Background: an optimization exercise with open tools, aiming at small area. Do not read the settings as production practice. The RTL was checked by simulation tests, not by an equivalence proof against the original design.

===== design/flow/run.sh =====
#!/bin/bash
# synth_recipe.tcl (not shown) runs the flow's synth.tcl, then flattens the netlist and writes it again
# the make line also repeats each setting of config.mk as NAME=value (left out here)
make -C /OpenROAD-flow-scripts/flow DESIGN_CONFIG=/design/flow/config.mk WORK_HOME=/design/flow/orfs CLKGATE_MAP_FILE= SYNTH_SCRIPT=/design/flow/synth_recipe.tcl finish

===== design/flow/config.mk =====
export PLATFORM = sky130hd
export DESIGN_NAME = colour_change
export DESIGN_NICKNAME = colour_change
export VERILOG_FILES = /design/flow/design.v
export SDC_FILE = /design/flow/constraint.sdc
export NUM_CORES = 4
export LEC_CHECK = 0
export CAP_MARGIN = 20
export CORE_MARGIN = 2
export CORE_UTILIZATION = 40
export SLEW_MARGIN = 20

===== design/flow/constraint.sdc =====
create_clock -name core_clock -period 20.0 [get_ports {clk}]
set_input_delay 4.0000 -clock core_clock [delete_from_list [all_inputs] [get_ports {clk}]]
set_output_delay 4.0000 -clock core_clock [all_outputs]
set_load 0.01 [all_outputs]

===== design/flow/design.v =====
module skin_detection(input [23:0] px, output skin);
    wire sk_0 = px[1] & px[8];
    wire sk_1 = sk_0 ^ px[0] ^ px[2];
    wire sk_2 = (sk_0 & px[0]) | (sk_0 & px[2]) | (px[0] & px[2]);
    wire sk_3 = px[9] & sk_1;
    wire sk_4 = ~(sk_2 ^ sk_3);
    wire sk_5 = sk_2 | sk_3;
    wire sk_6 = px[1] ^ px[3] ^ px[10];
    wire sk_7 = (px[1] & px[3]) | (px[1] & px[10]) | (px[3] & px[10]);
    wire sk_8 = sk_4 ^ sk_6;
    wire sk_9 = sk_4 & sk_6;
    wire sk_10 = ~(sk_5 ^ sk_7);
    wire sk_11 = sk_5 | sk_7;
    wire sk_12 = sk_9 ^ px[2] ^ px[4];
    wire sk_13 = (sk_9 & px[2]) | (sk_9 & px[4]) | (px[2] & px[4]);
    wire sk_14 = px[11] ^ sk_10 ^ sk_12;
    wire sk_15 = (px[11] & sk_10) | (px[11] & sk_12) | (sk_10 & sk_12);
    wire sk_16 = sk_11 ^ sk_13 ^ sk_15;
    wire sk_17 = (sk_11 & sk_13) | (sk_11 & sk_15) | (sk_13 & sk_15);
    wire sk_18 = px[3] ^ px[5] ^ px[8];
    wire sk_19 = (px[3] & px[5]) | (px[3] & px[8]) | (px[5] & px[8]);
    wire sk_20 = px[12] ^ sk_16 ^ sk_18;
    wire sk_21 = (px[12] & sk_16) | (px[12] & sk_18) | (sk_16 & sk_18);
    wire sk_22 = sk_17 ^ sk_19 ^ sk_21;
    wire sk_23 = (sk_17 & sk_19) | (sk_17 & sk_21) | (sk_19 & sk_21);
    wire sk_24 = px[4] ^ px[6] ^ px[8];
    wire sk_25 = (px[4] & px[6]) | (px[4] & px[8]) | (px[6] & px[8]);
    wire sk_26 = px[9] ^ px[13] ^ sk_22;
    wire sk_27 = (px[9] & px[13]) | (px[9] & sk_22) | (px[13] & sk_22);
    wire sk_28 = sk_24 ^ sk_26;
    wire sk_29 = sk_24 & sk_26;
    wire sk_30 = sk_23 ^ sk_25 ^ sk_27;
    wire sk_31 = (sk_23 & sk_25) | (sk_23 & sk_27) | (sk_25 & sk_27);
    wire sk_32 = sk_29 ^ px[0] ^ px[5];
    wire sk_33 = (sk_29 & px[0]) | (sk_29 & px[5]) | (px[0] & px[5]);
    wire sk_34 = px[7] ^ px[9] ^ px[10];
    wire sk_35 = (px[7] & px[9]) | (px[7] & px[10]) | (px[9] & px[10]);
    wire sk_36 = px[14] ^ sk_30 ^ sk_32;
    wire sk_37 = (px[14] & sk_30) | (px[14] & sk_32) | (sk_30 & sk_32);
    wire sk_38 = sk_34 ^ sk_36;
    wire sk_39 = sk_34 & sk_36;
    wire sk_40 = sk_31 ^ sk_33 ^ sk_35;
    wire sk_41 = (sk_31 & sk_33) | (sk_31 & sk_35) | (sk_33 & sk_35);
    wire sk_42 = sk_37 ^ sk_39 ^ px[16];
    wire sk_43 = (sk_37 & sk_39) | (sk_37 & px[16]) | (sk_39 & px[16]);
    wire sk_44 = px[1] ^ px[6] ^ px[10];
    wire sk_45 = (px[1] & px[6]) | (px[1] & px[10]) | (px[6] & px[10]);
    wire sk_46 = px[11] ^ px[15] ^ sk_40;
    wire sk_47 = (px[11] & px[15]) | (px[11] & sk_40) | (px[15] & sk_40);
    wire sk_48 = sk_42 ^ sk_44 ^ sk_46;
    wire sk_49 = (sk_42 & sk_44) | (sk_42 & sk_46) | (sk_44 & sk_46);
    wire sk_50 = ~(sk_41 ^ sk_43);
    wire sk_51 = sk_41 | sk_43;
    wire sk_52 = sk_45 ^ sk_47 ^ sk_49;
    wire sk_53 = (sk_45 & sk_47) | (sk_45 & sk_49) | (sk_47 & sk_49);
    wire sk_54 = px[17] ^ px[0] ^ px[2];
    wire sk_55 = (px[17] & px[0]) | (px[17] & px[2]) | (px[0] & px[2]);
    wire sk_56 = px[7] ^ px[11] ^ px[12];
    wire sk_57 = (px[7] & px[11]) | (px[7] & px[12]) | (px[11] & px[12]);
    wire sk_58 = sk_50 ^ sk_52 ^ sk_54;
    wire sk_59 = (sk_50 & sk_52) | (sk_50 & sk_54) | (sk_52 & sk_54);
    wire sk_60 = sk_56 ^ sk_58;
    wire sk_61 = sk_56 & sk_58;
    wire sk_62 = sk_51 ^ sk_53 ^ sk_55;
    wire sk_63 = (sk_51 & sk_53) | (sk_51 & sk_55) | (sk_53 & sk_55);
    wire sk_64 = sk_57 ^ sk_59 ^ sk_61;
    wire sk_65 = (sk_57 & sk_59) | (sk_57 & sk_61) | (sk_59 & sk_61);
    wire sk_66 = px[18] ^ px[1] ^ px[3];
    wire sk_67 = (px[18] & px[1]) | (px[18] & px[3]) | (px[1] & px[3]);
    wire sk_68 = px[12] ^ px[13] ^ sk_62;
    wire sk_69 = (px[12] & px[13]) | (px[12] & sk_62) | (px[13] & sk_62);
    wire sk_70 = sk_64 ^ sk_66 ^ sk_68;
    wire sk_71 = (sk_64 & sk_66) | (sk_64 & sk_68) | (sk_66 & sk_68);
    wire sk_72 = sk_63 ^ sk_65 ^ sk_67;
    wire sk_73 = (sk_63 & sk_65) | (sk_63 & sk_67) | (sk_65 & sk_67);
    wire sk_74 = sk_69 ^ sk_71 ^ px[19];
    wire sk_75 = (sk_69 & sk_71) | (sk_69 & px[19]) | (sk_71 & px[19]);
    wire sk_76 = px[2] ^ px[4] ^ px[13];
    wire sk_77 = (px[2] & px[4]) | (px[2] & px[13]) | (px[4] & px[13]);
    wire sk_78 = px[14] ^ sk_72 ^ sk_74;
    wire sk_79 = (px[14] & sk_72) | (px[14] & sk_74) | (sk_72 & sk_74);
    wire sk_80 = sk_76 ^ sk_78;
    wire sk_81 = sk_76 & sk_78;
    wire sk_82 = sk_73 ^ sk_75 ^ sk_77;
    wire sk_83 = (sk_73 & sk_75) | (sk_73 & sk_77) | (sk_75 & sk_77);
    wire sk_84 = sk_79 ^ sk_81 ^ px[20];
    wire sk_85 = (sk_79 & sk_81) | (sk_79 & px[20]) | (sk_81 & px[20]);
    wire sk_86 = px[3] ^ px[5] ^ px[14];
    wire sk_87 = (px[3] & px[5]) | (px[3] & px[14]) | (px[5] & px[14]);
    wire sk_88 = px[15] ^ sk_82 ^ sk_84;
    wire sk_89 = (px[15] & sk_82) | (px[15] & sk_84) | (sk_82 & sk_84);
    wire sk_90 = sk_86 ^ sk_88;
    wire sk_91 = sk_86 & sk_88;
    wire sk_92 = sk_83 ^ sk_85 ^ sk_87;
    wire sk_93 = (sk_83 & sk_85) | (sk_83 & sk_87) | (sk_85 & sk_87);
    wire sk_94 = sk_89 ^ sk_91 ^ px[21];
    wire sk_95 = (sk_89 & sk_91) | (sk_89 & px[21]) | (sk_91 & px[21]);
    wire sk_96 = px[4] ^ px[6] ^ px[15];
    wire sk_97 = (px[4] & px[6]) | (px[4] & px[15]) | (px[6] & px[15]);
    wire sk_98 = sk_92 ^ sk_94 ^ sk_96;
    wire sk_99 = (sk_92 & sk_94) | (sk_92 & sk_96) | (sk_94 & sk_96);
    wire sk_100 = sk_93 ^ sk_95 ^ sk_97;
    wire sk_101 = (sk_93 & sk_95) | (sk_93 & sk_97) | (sk_95 & sk_97);
    wire sk_102 = sk_99 ^ px[22] ^ px[5];
    wire sk_103 = (sk_99 & px[22]) | (sk_99 & px[5]) | (px[22] & px[5]);
    wire sk_104 = px[7] ^ sk_100 ^ sk_102;
    wire sk_105 = (px[7] & sk_100) | (px[7] & sk_102) | (sk_100 & sk_102);
    wire sk_106 = sk_101 ^ sk_103 ^ sk_105;
    wire sk_107 = (sk_101 & sk_103) | (sk_101 & sk_105) | (sk_103 & sk_105);
    wire sk_108 = px[23] ^ px[6] ^ sk_106;
    wire sk_109 = (px[23] & px[6]) | (px[23] & sk_106) | (px[6] & sk_106);
    wire sk_110 = ~(sk_107 ^ sk_109);
    wire sk_111 = sk_107 | sk_109;
    wire sk_112 = px[7] ^ sk_110;
    wire sk_113 = px[7] & sk_110;
    wire sk_114 = ~(sk_111 ^ sk_113);
    wire sk_115 = sk_111 | sk_113;
    wire sk_116 = ~sk_115;
    wire sk_117 = sk_8 ^ ~px[8];
    wire sk_118 = sk_8 & ~px[8];
    wire sk_119 = ~(sk_118 ^ sk_14);
    wire sk_120 = sk_118 | sk_14;
    wire sk_121 = ~px[9] ^ sk_119;
    wire sk_122 = ~px[9] & sk_119;
    wire sk_123 = sk_120 ^ sk_122 ^ sk_20;
    wire sk_124 = (sk_120 & sk_122) | (sk_120 & sk_20) | (sk_122 & sk_20);
    wire sk_125 = px[8] ^ ~px[10] ^ sk_123;
    wire sk_126 = (px[8] & ~px[10]) | (px[8] & sk_123) | (~px[10] & sk_123);
    wire sk_127 = ~(sk_124 ^ sk_126);
    wire sk_128 = sk_124 | sk_126;
    wire sk_129 = sk_28 ^ px[9] ^ ~px[11];
    wire sk_130 = (sk_28 & px[9]) | (sk_28 & ~px[11]) | (px[9] & ~px[11]);
    wire sk_131 = sk_127 ^ sk_129;
    wire sk_132 = sk_127 & sk_129;
    wire sk_133 = sk_128 ^ sk_130 ^ sk_132;
    wire sk_134 = (sk_128 & sk_130) | (sk_128 & sk_132) | (sk_130 & sk_132);
    wire sk_135 = sk_38 ^ px[10] ^ ~px[12];
    wire sk_136 = (sk_38 & px[10]) | (sk_38 & ~px[12]) | (px[10] & ~px[12]);
    wire sk_137 = sk_133 ^ sk_135;
    wire sk_138 = sk_133 & sk_135;
    wire sk_139 = ~(sk_134 ^ sk_136);
    wire sk_140 = sk_134 | sk_136;
    wire sk_141 = sk_138 ^ sk_48 ^ px[11];
    wire sk_142 = (sk_138 & sk_48) | (sk_138 & px[11]) | (sk_48 & px[11]);
    wire sk_143 = ~px[13] ^ sk_139 ^ sk_141;
    wire sk_144 = (~px[13] & sk_139) | (~px[13] & sk_141) | (sk_139 & sk_141);
    wire sk_145 = ~(sk_140 ^ sk_142);
    wire sk_146 = sk_140 | sk_142;
    wire sk_147 = sk_144 ^ sk_60 ^ px[12];
    wire sk_148 = (sk_144 & sk_60) | (sk_144 & px[12]) | (sk_60 & px[12]);
    wire sk_149 = ~px[14] ^ sk_145 ^ sk_147;
    wire sk_150 = (~px[14] & sk_145) | (~px[14] & sk_147) | (sk_145 & sk_147);
    wire sk_151 = ~(sk_146 ^ sk_148);
    wire sk_152 = sk_146 | sk_148;
    wire sk_153 = sk_150 ^ sk_70 ^ ~px[8];
    wire sk_154 = (sk_150 & sk_70) | (sk_150 & ~px[8]) | (sk_70 & ~px[8]);
    wire sk_155 = px[13] ^ ~px[15] ^ sk_151;
    wire sk_156 = (px[13] & ~px[15]) | (px[13] & sk_151) | (~px[15] & sk_151);
    wire sk_157 = sk_153 ^ sk_155;
    wire sk_158 = sk_153 & sk_155;
    wire sk_159 = sk_152 ^ sk_154 ^ sk_156;
    wire sk_160 = (sk_152 & sk_154) | (sk_152 & sk_156) | (sk_154 & sk_156);
    wire sk_161 = sk_158 ^ sk_80 ^ ~px[9];
    wire sk_162 = (sk_158 & sk_80) | (sk_158 & ~px[9]) | (sk_80 & ~px[9]);
    wire sk_163 = px[14] ^ sk_159 ^ sk_161;
    wire sk_164 = (px[14] & sk_159) | (px[14] & sk_161) | (sk_159 & sk_161);
    wire sk_165 = sk_160 ^ sk_162 ^ sk_164;
    wire sk_166 = (sk_160 & sk_162) | (sk_160 & sk_164) | (sk_162 & sk_164);
    wire sk_167 = sk_90 ^ ~px[10] ^ px[15];
    wire sk_168 = (sk_90 & ~px[10]) | (sk_90 & px[15]) | (~px[10] & px[15]);
    wire sk_169 = sk_165 ^ sk_167;
    wire sk_170 = sk_165 & sk_167;
    wire sk_171 = ~(sk_166 ^ sk_168);
    wire sk_172 = sk_166 | sk_168;
    wire sk_173 = sk_170 ^ sk_98 ^ ~px[11];
    wire sk_174 = (sk_170 & sk_98) | (sk_170 & ~px[11]) | (sk_98 & ~px[11]);
    wire sk_175 = sk_171 ^ sk_173;
    wire sk_176 = sk_171 & sk_173;
    wire sk_177 = ~(sk_172 ^ sk_174);
    wire sk_178 = sk_172 | sk_174;
    wire sk_179 = sk_176 ^ sk_104 ^ ~px[12];
    wire sk_180 = (sk_176 & sk_104) | (sk_176 & ~px[12]) | (sk_104 & ~px[12]);
    wire sk_181 = sk_177 ^ sk_179;
    wire sk_182 = sk_177 & sk_179;
    wire sk_183 = sk_178 ^ sk_180 ^ sk_182;
    wire sk_184 = (sk_178 & sk_180) | (sk_178 & sk_182) | (sk_180 & sk_182);
    wire sk_185 = sk_108 ^ ~px[13] ^ sk_183;
    wire sk_186 = (sk_108 & ~px[13]) | (sk_108 & sk_183) | (~px[13] & sk_183);
    wire sk_187 = ~(sk_184 ^ sk_186);
    wire sk_188 = sk_184 | sk_186;
    wire sk_189 = sk_112 ^ ~px[14] ^ sk_187;
    wire sk_190 = (sk_112 & ~px[14]) | (sk_112 & sk_187) | (~px[14] & sk_187);
    wire sk_191 = sk_188 ^ sk_190 ^ sk_114;
    wire sk_192 = (sk_188 & sk_190) | (sk_188 & sk_114) | (sk_190 & sk_114);
    wire sk_193 = ~px[15] ^ sk_191;
    wire sk_194 = ~px[15] & sk_191;
    wire sk_195 = sk_192 ^ sk_194 ^ ~sk_116;
    wire sk_196 = (sk_192 & sk_194) | (sk_192 & ~sk_116) | (sk_194 & ~sk_116);
    wire sk_197 = ~sk_196;
    wire sk_198 = sk_8 ^ ~px[16];
    wire sk_199 = sk_8 & ~px[16];
    wire sk_200 = ~(sk_199 ^ sk_14);
    wire sk_201 = sk_199 | sk_14;
    wire sk_202 = ~px[17] ^ sk_200;
    wire sk_203 = ~px[17] & sk_200;
    wire sk_204 = ~(sk_201 ^ sk_203);
    wire sk_205 = sk_201 | sk_203;
    wire sk_206 = sk_20 ^ px[16] ^ ~px[18];
    wire sk_207 = (sk_20 & px[16]) | (sk_20 & ~px[18]) | (px[16] & ~px[18]);
    wire sk_208 = sk_204 ^ sk_206;
    wire sk_209 = sk_204 & sk_206;
    wire sk_210 = sk_205 ^ sk_207 ^ sk_209;
    wire sk_211 = (sk_205 & sk_207) | (sk_205 & sk_209) | (sk_207 & sk_209);
    wire sk_212 = sk_28 ^ px[17] ^ ~px[19];
    wire sk_213 = (sk_28 & px[17]) | (sk_28 & ~px[19]) | (px[17] & ~px[19]);
    wire sk_214 = sk_210 ^ sk_212;
    wire sk_215 = sk_210 & sk_212;
    wire sk_216 = ~(sk_211 ^ sk_213);
    wire sk_217 = sk_211 | sk_213;
    wire sk_218 = sk_215 ^ sk_38 ^ px[18];
    wire sk_219 = (sk_215 & sk_38) | (sk_215 & px[18]) | (sk_38 & px[18]);
    wire sk_220 = ~px[20] ^ sk_216 ^ sk_218;
    wire sk_221 = (~px[20] & sk_216) | (~px[20] & sk_218) | (sk_216 & sk_218);
    wire sk_222 = ~(sk_217 ^ sk_219);
    wire sk_223 = sk_217 | sk_219;
    wire sk_224 = sk_221 ^ sk_48 ^ px[19];
    wire sk_225 = (sk_221 & sk_48) | (sk_221 & px[19]) | (sk_48 & px[19]);
    wire sk_226 = ~px[21] ^ sk_222 ^ sk_224;
    wire sk_227 = (~px[21] & sk_222) | (~px[21] & sk_224) | (sk_222 & sk_224);
    wire sk_228 = sk_223 ^ sk_225 ^ sk_227;
    wire sk_229 = (sk_223 & sk_225) | (sk_223 & sk_227) | (sk_225 & sk_227);
    wire sk_230 = sk_60 ^ px[20] ^ ~px[22];
    wire sk_231 = (sk_60 & px[20]) | (sk_60 & ~px[22]) | (px[20] & ~px[22]);
    wire sk_232 = sk_228 ^ sk_230;
    wire sk_233 = sk_228 & sk_230;
    wire sk_234 = sk_229 ^ sk_231 ^ sk_233;
    wire sk_235 = (sk_229 & sk_231) | (sk_229 & sk_233) | (sk_231 & sk_233);
    wire sk_236 = sk_70 ^ ~px[16] ^ px[21];
    wire sk_237 = (sk_70 & ~px[16]) | (sk_70 & px[21]) | (~px[16] & px[21]);
    wire sk_238 = ~px[23] ^ sk_234 ^ sk_236;
    wire sk_239 = (~px[23] & sk_234) | (~px[23] & sk_236) | (sk_234 & sk_236);
    wire sk_240 = sk_235 ^ sk_237 ^ sk_239;
    wire sk_241 = (sk_235 & sk_237) | (sk_235 & sk_239) | (sk_237 & sk_239);
    wire sk_242 = sk_80 ^ ~px[17] ^ px[22];
    wire sk_243 = (sk_80 & ~px[17]) | (sk_80 & px[22]) | (~px[17] & px[22]);
    wire sk_244 = sk_240 ^ sk_242;
    wire sk_245 = sk_240 & sk_242;
    wire sk_246 = ~(sk_241 ^ sk_243);
    wire sk_247 = sk_241 | sk_243;
    wire sk_248 = sk_245 ^ sk_90 ^ ~px[18];
    wire sk_249 = (sk_245 & sk_90) | (sk_245 & ~px[18]) | (sk_90 & ~px[18]);
    wire sk_250 = px[23] ^ sk_246 ^ sk_248;
    wire sk_251 = (px[23] & sk_246) | (px[23] & sk_248) | (sk_246 & sk_248);
    wire sk_252 = sk_247 ^ sk_249 ^ sk_251;
    wire sk_253 = (sk_247 & sk_249) | (sk_247 & sk_251) | (sk_249 & sk_251);
    wire sk_254 = sk_98 ^ ~px[19] ^ sk_252;
    wire sk_255 = (sk_98 & ~px[19]) | (sk_98 & sk_252) | (~px[19] & sk_252);
    wire sk_256 = ~(sk_253 ^ sk_255);
    wire sk_257 = sk_253 | sk_255;
    wire sk_258 = sk_104 ^ ~px[20] ^ sk_256;
    wire sk_259 = (sk_104 & ~px[20]) | (sk_104 & sk_256) | (~px[20] & sk_256);
    wire sk_260 = sk_257 ^ sk_259 ^ sk_108;
    wire sk_261 = (sk_257 & sk_259) | (sk_257 & sk_108) | (sk_259 & sk_108);
    wire sk_262 = ~px[21] ^ sk_260;
    wire sk_263 = ~px[21] & sk_260;
    wire sk_264 = sk_261 ^ sk_263 ^ sk_112;
    wire sk_265 = (sk_261 & sk_263) | (sk_261 & sk_112) | (sk_263 & sk_112);
    wire sk_266 = ~px[22] ^ sk_264;
    wire sk_267 = ~px[22] & sk_264;
    wire sk_268 = ~(sk_265 ^ sk_267);
    wire sk_269 = sk_265 | sk_267;
    wire sk_270 = sk_114 ^ ~px[23] ^ sk_268;
    wire sk_271 = (sk_114 & ~px[23]) | (sk_114 & sk_268) | (~px[23] & sk_268);
    wire sk_272 = sk_269 ^ sk_271 ^ ~sk_116;
    wire sk_273 = (sk_269 & sk_271) | (sk_269 & ~sk_116) | (sk_271 & ~sk_116);
    wire sk_274 = ~sk_273;
    assign skin = (~sk_116 & (~sk_114 | (~sk_112 & (~sk_108 | (~sk_104 & (~sk_98 | (~sk_90 & (~sk_80 | (~sk_70 & (~sk_60 | (~sk_48 | (~sk_38 | (~sk_28 & (~sk_20 & (~sk_14 | ~sk_8))))))))))))))) & (~sk_197 & (~sk_195 & (~sk_193 & (~sk_189 | (~sk_185 | (~sk_181 & (~sk_175 | (~sk_169 | (~sk_163 | (~sk_157 & (~sk_149 & (~sk_143 | (~sk_137 & (~sk_131 | (~sk_125 | (~sk_121 & ~sk_117)))))))))))))))) & (~sk_274 & (~sk_272 & (~sk_270 & (~sk_266 | (~sk_262 & (~sk_258 | (~sk_254 & (~sk_250 & (~sk_244 | (~sk_238 & (~sk_232 & (~sk_226 & (~sk_220 & (~sk_214 & ~sk_208))))))))))))));
endmodule
module position(input [23:0] px, output [7:0] grey);
    wire gr_0 = ~px[16] & ~px[17];
    wire gr_1 = ~(gr_0 ^ ~px[16]);
    wire gr_2 = gr_0 | ~px[16];
    wire gr_3 = ~px[18] & gr_1;
    wire gr_4 = gr_2 ^ gr_3 ^ ~px[17];
    wire gr_5 = (gr_2 & gr_3) | (gr_2 & ~px[17]) | (gr_3 & ~px[17]);
    wire gr_6 = ~px[19] & gr_4;
    wire gr_7 = gr_5 ^ gr_6 ^ ~px[18];
    wire gr_8 = (gr_5 & gr_6) | (gr_5 & ~px[18]) | (gr_6 & ~px[18]);
    wire gr_9 = ~px[20] & gr_7;
    wire gr_10 = gr_8 ^ gr_9 ^ ~px[19];
    wire gr_11 = (gr_8 & gr_9) | (gr_8 & ~px[19]) | (gr_9 & ~px[19]);
    wire gr_12 = ~px[21] & gr_10;
    wire gr_13 = gr_11 ^ gr_12 ^ ~px[20];
    wire gr_14 = (gr_11 & gr_12) | (gr_11 & ~px[20]) | (gr_12 & ~px[20]);
    wire gr_15 = ~px[22] & gr_13;
    wire gr_16 = gr_14 ^ gr_15 ^ px[16];
    wire gr_17 = (gr_14 & gr_15) | (gr_14 & px[16]) | (gr_15 & px[16]);
    wire gr_18 = (~px[21] & ~px[23]) | (~px[21] & gr_16) | (~px[23] & gr_16);
    wire gr_19 = ~(gr_17 ^ gr_18);
    wire gr_20 = gr_17 | gr_18;
    wire gr_21 = (px[17] & ~px[22]) | (px[17] & gr_19) | (~px[22] & gr_19);
    wire gr_22 = ~(gr_20 ^ gr_21);
    wire gr_23 = gr_20 | gr_21;
    wire gr_24 = (px[18] & ~px[23]) | (px[18] & gr_22) | (~px[23] & gr_22);
    wire gr_25 = (gr_23 & gr_24) | (gr_23 & px[19]) | (gr_24 & px[19]);
    wire gr_26 = gr_25 | px[20];
    wire gr_27 = px[3] | px[4];
    wire gr_28 = (gr_27 & ~px[0]) | (gr_27 & px[5]) | (~px[0] & px[5]);
    wire gr_29 = ~(gr_28 ^ ~px[1]);
    wire gr_30 = gr_28 | ~px[1];
    wire gr_31 = px[6] & gr_29;
    wire gr_32 = gr_30 ^ gr_31 ^ ~px[2];
    wire gr_33 = (gr_30 & gr_31) | (gr_30 & ~px[2]) | (gr_31 & ~px[2]);
    wire gr_34 = px[7] & gr_32;
    wire gr_35 = gr_33 ^ gr_34 ^ px[0];
    wire gr_36 = (gr_33 & gr_34) | (gr_33 & px[0]) | (gr_34 & px[0]);
    wire gr_37 = ~px[3] & gr_35;
    wire gr_38 = gr_36 ^ gr_37 ^ px[0];
    wire gr_39 = (gr_36 & gr_37) | (gr_36 & px[0]) | (gr_37 & px[0]);
    wire gr_40 = (px[1] & ~px[4]) | (px[1] & gr_38) | (~px[4] & gr_38);
    wire gr_41 = gr_39 ^ gr_40 ^ px[1];
    wire gr_42 = (gr_39 & gr_40) | (gr_39 & px[1]) | (gr_40 & px[1]);
    wire gr_43 = (px[2] & ~px[5]) | (px[2] & gr_41) | (~px[5] & gr_41);
    wire gr_44 = gr_42 ^ gr_43 ^ px[2];
    wire gr_45 = (gr_42 & gr_43) | (gr_42 & px[2]) | (gr_43 & px[2]);
    wire gr_46 = (px[3] & ~px[6]) | (px[3] & gr_44) | (~px[6] & gr_44);
    wire gr_47 = gr_45 ^ gr_46 ^ px[0];
    wire gr_48 = (gr_45 & gr_46) | (gr_45 & px[0]) | (gr_46 & px[0]);
    wire gr_49 = px[3] ^ px[4] ^ ~px[7];
    wire gr_50 = (px[3] & px[4]) | (px[3] & ~px[7]) | (px[4] & ~px[7]);
    wire gr_51 = gr_47 & gr_49;
    wire gr_52 = px[8] & px[10];
    wire gr_53 = ~(gr_52 ^ px[9]);
    wire gr_54 = gr_52 | px[9];
    wire gr_55 = px[11] & gr_53;
    wire gr_56 = ~(gr_54 ^ gr_55);
    wire gr_57 = gr_54 | gr_55;
    wire gr_58 = (px[10] & px[12]) | (px[10] & gr_56) | (px[12] & gr_56);
    wire gr_59 = gr_57 ^ gr_58 ^ px[11];
    wire gr_60 = (gr_57 & gr_58) | (gr_57 & px[11]) | (gr_58 & px[11]);
    wire gr_61 = px[13] & gr_59;
    wire gr_62 = gr_60 ^ gr_61 ^ px[12];
    wire gr_63 = (gr_60 & gr_61) | (gr_60 & px[12]) | (gr_61 & px[12]);
    wire gr_64 = px[14] & gr_62;
    wire gr_65 = ~(gr_63 ^ gr_64);
    wire gr_66 = gr_63 | gr_64;
    wire gr_67 = ~px[8] ^ px[13] ^ px[15];
    wire gr_68 = (~px[8] & px[13]) | (~px[8] & px[15]) | (px[13] & px[15]);
    wire gr_69 = gr_65 & gr_67;
    wire gr_70 = gr_66 ^ gr_68 ^ gr_69;
    wire gr_71 = (gr_66 & gr_68) | (gr_66 & gr_69) | (gr_68 & gr_69);
    wire gr_72 = (~px[9] & px[14]) | (~px[9] & gr_70) | (px[14] & gr_70);
    wire gr_73 = gr_71 ^ gr_72 ^ ~px[10];
    wire gr_74 = (gr_71 & gr_72) | (gr_71 & ~px[10]) | (gr_72 & ~px[10]);
    wire gr_75 = px[15] & gr_73;
    wire gr_76 = gr_74 ^ gr_75 ^ px[8];
    wire gr_77 = (gr_74 & gr_75) | (gr_74 & px[8]) | (gr_75 & px[8]);
    wire gr_78 = ~px[11] & gr_76;
    wire gr_79 = gr_77 ^ gr_78 ^ px[9];
    wire gr_80 = (gr_77 & gr_78) | (gr_77 & px[9]) | (gr_78 & px[9]);
    wire gr_81 = ~px[12] & gr_79;
    wire gr_82 = gr_80 ^ gr_81 ^ px[10];
    wire gr_83 = (gr_80 & gr_81) | (gr_80 & px[10]) | (gr_81 & px[10]);
    wire gr_84 = ~px[13] & gr_82;
    wire gr_85 = gr_26 ^ px[21] ^ gr_48;
    wire gr_86 = (gr_26 & px[21]) | (gr_26 & gr_48) | (px[21] & gr_48);
    wire gr_87 = gr_50 ^ gr_51 ^ px[1];
    wire gr_88 = (gr_50 & gr_51) | (gr_50 & px[1]) | (gr_51 & px[1]);
    wire gr_89 = px[4] ^ px[5] ^ gr_83;
    wire gr_90 = (px[4] & px[5]) | (px[4] & gr_83) | (px[5] & gr_83);
    wire gr_91 = gr_84 ^ px[11] ^ ~px[14];
    wire gr_92 = (gr_84 & px[11]) | (gr_84 & ~px[14]) | (px[11] & ~px[14]);
    wire gr_93 = gr_85 ^ gr_87 ^ gr_89;
    wire gr_94 = (gr_85 & gr_87) | (gr_85 & gr_89) | (gr_87 & gr_89);
    wire gr_95 = gr_91 ^ gr_93;
    wire gr_96 = gr_91 & gr_93;
    wire gr_97 = ~(gr_86 ^ gr_88);
    wire gr_98 = gr_86 | gr_88;
    wire gr_99 = gr_90 ^ gr_92 ^ gr_94;
    wire gr_100 = (gr_90 & gr_92) | (gr_90 & gr_94) | (gr_92 & gr_94);
    wire gr_101 = gr_96 ^ px[22] ^ px[2];
    wire gr_102 = (gr_96 & px[22]) | (gr_96 & px[2]) | (px[22] & px[2]);
    wire gr_103 = px[5] ^ px[6] ^ px[12];
    wire gr_104 = (px[5] & px[6]) | (px[5] & px[12]) | (px[6] & px[12]);
    wire gr_105 = ~px[15] ^ gr_97 ^ gr_99;
    wire gr_106 = (~px[15] & gr_97) | (~px[15] & gr_99) | (gr_97 & gr_99);
    wire gr_107 = gr_101 ^ gr_103 ^ gr_105;
    wire gr_108 = (gr_101 & gr_103) | (gr_101 & gr_105) | (gr_103 & gr_105);
    wire gr_109 = gr_98 ^ gr_100 ^ gr_102;
    wire gr_110 = (gr_98 & gr_100) | (gr_98 & gr_102) | (gr_100 & gr_102);
    wire gr_111 = gr_104 ^ gr_106 ^ gr_108;
    wire gr_112 = (gr_104 & gr_106) | (gr_104 & gr_108) | (gr_106 & gr_108);
    wire gr_113 = px[23] ^ px[3] ^ px[6];
    wire gr_114 = (px[23] & px[3]) | (px[23] & px[6]) | (px[3] & px[6]);
    wire gr_115 = px[7] ^ px[13] ^ gr_109;
    wire gr_116 = (px[7] & px[13]) | (px[7] & gr_109) | (px[13] & gr_109);
    wire gr_117 = gr_111 ^ gr_113 ^ gr_115;
    wire gr_118 = (gr_111 & gr_113) | (gr_111 & gr_115) | (gr_113 & gr_115);
    wire gr_119 = ~(gr_110 ^ gr_112);
    wire gr_120 = gr_110 | gr_112;
    wire gr_121 = gr_114 ^ gr_116 ^ gr_118;
    wire gr_122 = (gr_114 & gr_116) | (gr_114 & gr_118) | (gr_116 & gr_118);
    wire gr_123 = px[4] ^ px[7] ^ px[14];
    wire gr_124 = (px[4] & px[7]) | (px[4] & px[14]) | (px[7] & px[14]);
    wire gr_125 = gr_119 ^ gr_121 ^ gr_123;
    wire gr_126 = (gr_119 & gr_121) | (gr_119 & gr_123) | (gr_121 & gr_123);
    wire gr_127 = ~(gr_120 ^ gr_122);
    wire gr_128 = gr_120 | gr_122;
    wire gr_129 = gr_124 ^ gr_126 ^ px[5];
    wire gr_130 = (gr_124 & gr_126) | (gr_124 & px[5]) | (gr_126 & px[5]);
    wire gr_131 = px[15] ^ gr_127 ^ gr_129;
    wire gr_132 = (px[15] & gr_127) | (px[15] & gr_129) | (gr_127 & gr_129);
    wire gr_133 = ~(gr_128 ^ gr_130);
    wire gr_134 = gr_128 | gr_130;
    wire gr_135 = gr_132 ^ px[6] ^ gr_133;
    wire gr_136 = (gr_132 & px[6]) | (gr_132 & gr_133) | (px[6] & gr_133);
    wire gr_137 = ~(gr_134 ^ gr_136);
    wire gr_138 = gr_134 | gr_136;
    wire gr_139 = px[7] ^ gr_137;
    wire gr_140 = px[7] & gr_137;
    wire gr_141 = ~(gr_138 ^ gr_140);
    assign grey = {gr_141, gr_139, gr_135, gr_131, gr_125, gr_117, gr_107, gr_95};
endmodule
module colour_change #
(
    parameter DATA_WIDTH = 24
)
(
    input  wire                  clk,
    input  wire                  n_rst,
    input  wire [DATA_WIDTH-1:0] i_vid_data,
    input  wire                  i_vid_hsync,
    input  wire                  i_vid_vsync,
    input  wire                  i_vid_VDE,
    output reg  [DATA_WIDTH-1:0] o_vid_data,
    output reg                   o_vid_hsync,
    output reg                   o_vid_vsync,
    output reg                   o_vid_VDE,
    input  wire [3:0]            btn,
    input  wire [3:0]            sw,
    output wire [3:0]            led
);
    assign led = 4'd0;
    reg [23:0] d1, d2, d3;
    reg hs, vs, de;
    wire skin;
    skin_detection u_skin(.px(d1), .skin(skin));
    wire [7:0] grey;
    position u_grey(.px(d1), .grey(grey));
    reg  [10:0] h;
    wire [11:0] hc;
    wire [10:0] hinc;
    assign hc[0] = i_vid_VDE;
    genvar i;
    generate for (i = 0; i < 11; i = i + 1) begin : g_inc
        assign hinc[i]  = h[i] ^ hc[i];
        assign hc[i+1]  = h[i] & hc[i];
    end endgenerate
    wire wrap = hc[7] & h[8] & h[9] & h[10];    
    wire hclr = ~n_rst | wrap;
    always @(posedge clk)
        h <= hclr ? 11'd0 : hinc;
    wire band = (h > 11'd200) && (h < 11'd800);
    always @(posedge clk) begin
        d1 <= i_vid_data;
        d2 <= skin ? d1 : 24'hFFFF00;
        d3 <= d2;
        hs <= i_vid_hsync;
        vs <= i_vid_vsync;
        de <= i_vid_VDE;
    end
    always @* begin
        o_vid_hsync = hs;
        o_vid_vsync = vs;
        o_vid_VDE   = de;
        case (sw)
            4'd1: o_vid_data = d3;
            4'd2: o_vid_data = ~d1;
            4'd3: o_vid_data = band ? {3{grey}} : d1;
            default: begin
                o_vid_data  = i_vid_data;
                o_vid_hsync = i_vid_hsync;
                o_vid_vsync = i_vid_vsync;
                o_vid_VDE   = i_vid_VDE;
            end
        endcase
    end
endmodule

==> results_dict.tcl <==
set metrics [dict create \
    tightest_slew_ps 843 \
    areaGrowthSynthToFinish_pct 15.1 \
    dieArea_mm2 0.0205 \
    critPathRequiredTime_ps 20180 \
    numCtsBuffers 9 \
    synth_edf_count 0 \
    final-hold-violation-count 0 \
    io_buffer_count 59 \
    fin_crit_sh_pct 92.8 \
    hpwl_um 15300 \
    worstRegToRegCells 69 \
    ioPinCount 68 \
    diodes 0 \
    cp_max_fo 24 \
    hold_buffers 0 \
    post_cts.repair.setup_buffers 0 \
    synth_cell_types 48 \
    slew_headroom_pct 43.8 \
    tns_ps 0 \
    worst-path-stages 69 \
    fp-row-count 50 \
    syn_inst 746 \
    regToRegStartpoint "d1[2]" \
    crit_start "d1[2]" \
    cp_slowest_cell "dfxtp_1" \
    crit_type "flop to flop" \
    synth_top_area_cell "fa_1" \
    start_kind "flop" \
    firstDrtPassIters 5 \
    netlist_area_mm2 0.00773 \
    worstHoldPathCells 0 \
    cp-end-kind "flop" \
    yosysTopAreaCellShare_pct 32.1 \
    gp_congestion 0.871 \
    final_util_pct 47.2 \
    ys_top_cells_by_count "inv_1 (173), fa_1 (124), dfxtp_1 (86)" \
    track_usage_pct 21.2 \
    drc 0 \
    path_buf_inv 24 \
    synth-async-reset-ratio_pct 0 \
    critical_path.max_stage_delay_ps 630 \
    finalSetupViolations 0 \
    grt-ovfl-total 0 \
    clock_skew_ps 7.49 \
    nFillCells 1799 \
    synth_warnings 1 \
    die_y_um 143 \
    ys.flop_type "dfxtp_1" \
    wl_um 20300 \
    grt_pass1_wl_um 32700 \
    synth_top_cells_by_area "fa_1 (32%), dfxtp_1 (22%), ha_1 (12%), inv_1 (8.4%), o311ai_0 (2.4%)" \
    clkSinkCount 86 \
    cp_top_family "adder cells" \
    cap_violations 0 \
    drtIter0Drc 373 \
    rsz0062_at_grt "false" \
    coreArea_mm2 0.0188 \
    cts_max_level 3 \
    synth_seq_cells 86 \
    grt_pass1_vias 5804 \
    clk_path_buf_depth 2 \
    ctsRootBufferMaster "clkbuf_16" \
    clkLatencyLatePin_ps 340 \
    critPathCapture "d2[15]" \
    antenna_found_initial 0 \
    post_drt_wl_per_cell_um 19.1 \
    reg2reg_slack_ps 1440 \
    maxSlewViolCount 0 \
    vias 5570 \
    max_freq_ghz 0.0539 \
    worst_r2r_endpoint "d2[15]" \
    path_clk_slew_ps 60 \
    hold_class "flop to flop" \
    cp_data_arrival_time_ps 18740 \
    period_needed_ps 18560 \
    outcome "no timing/DRC/antenna violations" \
    drtAntennaViolNets 0 \
    nets 1036 \
    avgViaCountPerCell 5.23 \
    cts_tree "yes" \
    ctsResizeCount 0 \
    drive_gt1_share_pct 5.59 \
    grt_max_degree 52 \
    die_w_um 143 \
    start_util_pct 41.0 \
    crit_path_frequent_cell "fa_1" \
    seq_area_frac_synth_pct 22.3 \
    synth_area_per_cell_um2 10.4 \
    synth.most_common_cell "inv_1" \
]
==> cell usage in the layout (no fill, tap or decap), types with 3 or more instances in the layout <==
cell type,synthesis,layout
or2_2,6,6
mux2_2,3,3
o311ai_0,21,21
clkdlybuf4s50_1,0,59
dfxtp_1,86,86
a2111oi_0,3,3
o2111ai_1,17,17
a211oi_1,3,3
conb_1,1,4
nor2b_1,5,5
xnor2_1,6,6
inv_1,173,173
a22oi_1,21,21
nor2_1,23,23
nand2_1,12,12
clkbuf_16,0,9
ha_1,75,75
and2_1,16,16
a21oi_1,13,12
o211ai_1,3,3
fa_1,124,124
maj3_1,8,8
o2111a_1,8,8
o22ai_1,21,21
nand2b_1,26,26
buf_4,5,13
xor2_1,4,4
o21ai_0,4,4
nand3_1,7,7
nand4_1,3,3
==> logic make-up after synthesis <==
group           count (synthesis)  synth area share, %
compound gates                125                 12.5
xor+xnor                       11                 1.34
fa+ha+maj                     207                 45.3
buf+inv                       206                 10.5
flops                          86                 22.3
mux                             3                0.437
other cells                     1               0.0485
simple gates                  107                 7.66
==> layout make-up <==
type	count	area (µm²)	share of cell area, %
repair buffers	73	703	7.90
clock buffers	10	229	2.57
well taps	260	325	3.66
inverters	173	649	7.30
flip-flops and latches	86	1720	19.4
multi-input cells	457	5220	58.7
clock inverters	6	46.3	0.520
==> state kept, by name, indices dropped and copies added (netlist names) <==
signal,count
d2,24
h,11
d3,24
d1,24
vs,1
hs,1
de,1
==> per-layer routing <==
layer  GRT usage (%)  part of all wire [%]  vias up
met5               0                     0        -
met4            5.73                   1.9        0
met3            3.55                   6.7       23
met2            34.5                    48      199
met1            29.5                    44     2810
li1                -                     -     2538
==> worst register-to-register path: cells and delay by family, from the launching register on <==
kind            cells  cell delay [ps]
buf+inv            24             1860
flops               1              630
simple gates        3              760
fa+ha+maj          38            14490
compound gates      4              670
==> how the worst min path moves through the flow <==
stage	start	end	slack, ps
CTS	d2[3]	d3[3]	330
floorplan	d2[0]	d3[0]	310
global placement	d2[3]	d3[3]	310
global route	d2[13]	d3[13]	330
detailed placement	d2[17]	d3[17]	310
finish	d2[3]	d3[3]	320
==> stage by stage <==
step	worst slack, ps	std cells	area (µm²)	hold slack, ps
4_1_cts	1410	1064	8880	326
6_report	1440	1065	8900	323
2_1_floorplan	2470	749	7740	310
3_5_place_dp	1420	1048	8610	312
5_1_grt	665	1065	8900	331
3_3_place_gp	1610	1048	8610	310

==> afterwards: timing with drivers on the ports <==
No port has a modelled driver above. Below, the same layout with a new extraction and two added sets of constraints.
Step 1 assumes that a clkbuf_16 drives the clock port and a buf_2 every other input.
Step 2 moves the port delays by t, midway between the first and last clock arrival at a register: inputs arrive t later, outputs are due t later. That takes back most of the time a late clock gives input paths.
Slacks: no drivers / after step 1 / after step 2; pairs: no drivers / after step 1.
t (ns): 0.380
setup WS [ns]: 1.439 / 1.439 / 1.439
latest minus earliest clock arrival (ns): 0.007 / 0.007
worst register clock-pin slew, ns: 0.07 / 0.07
worst slew at a driven data input, ns: 0.04
After both steps this run still meets setup and hold. The setup slack of this run moves by 0.000 ns with the drivers and by 0.000 ns with both steps.
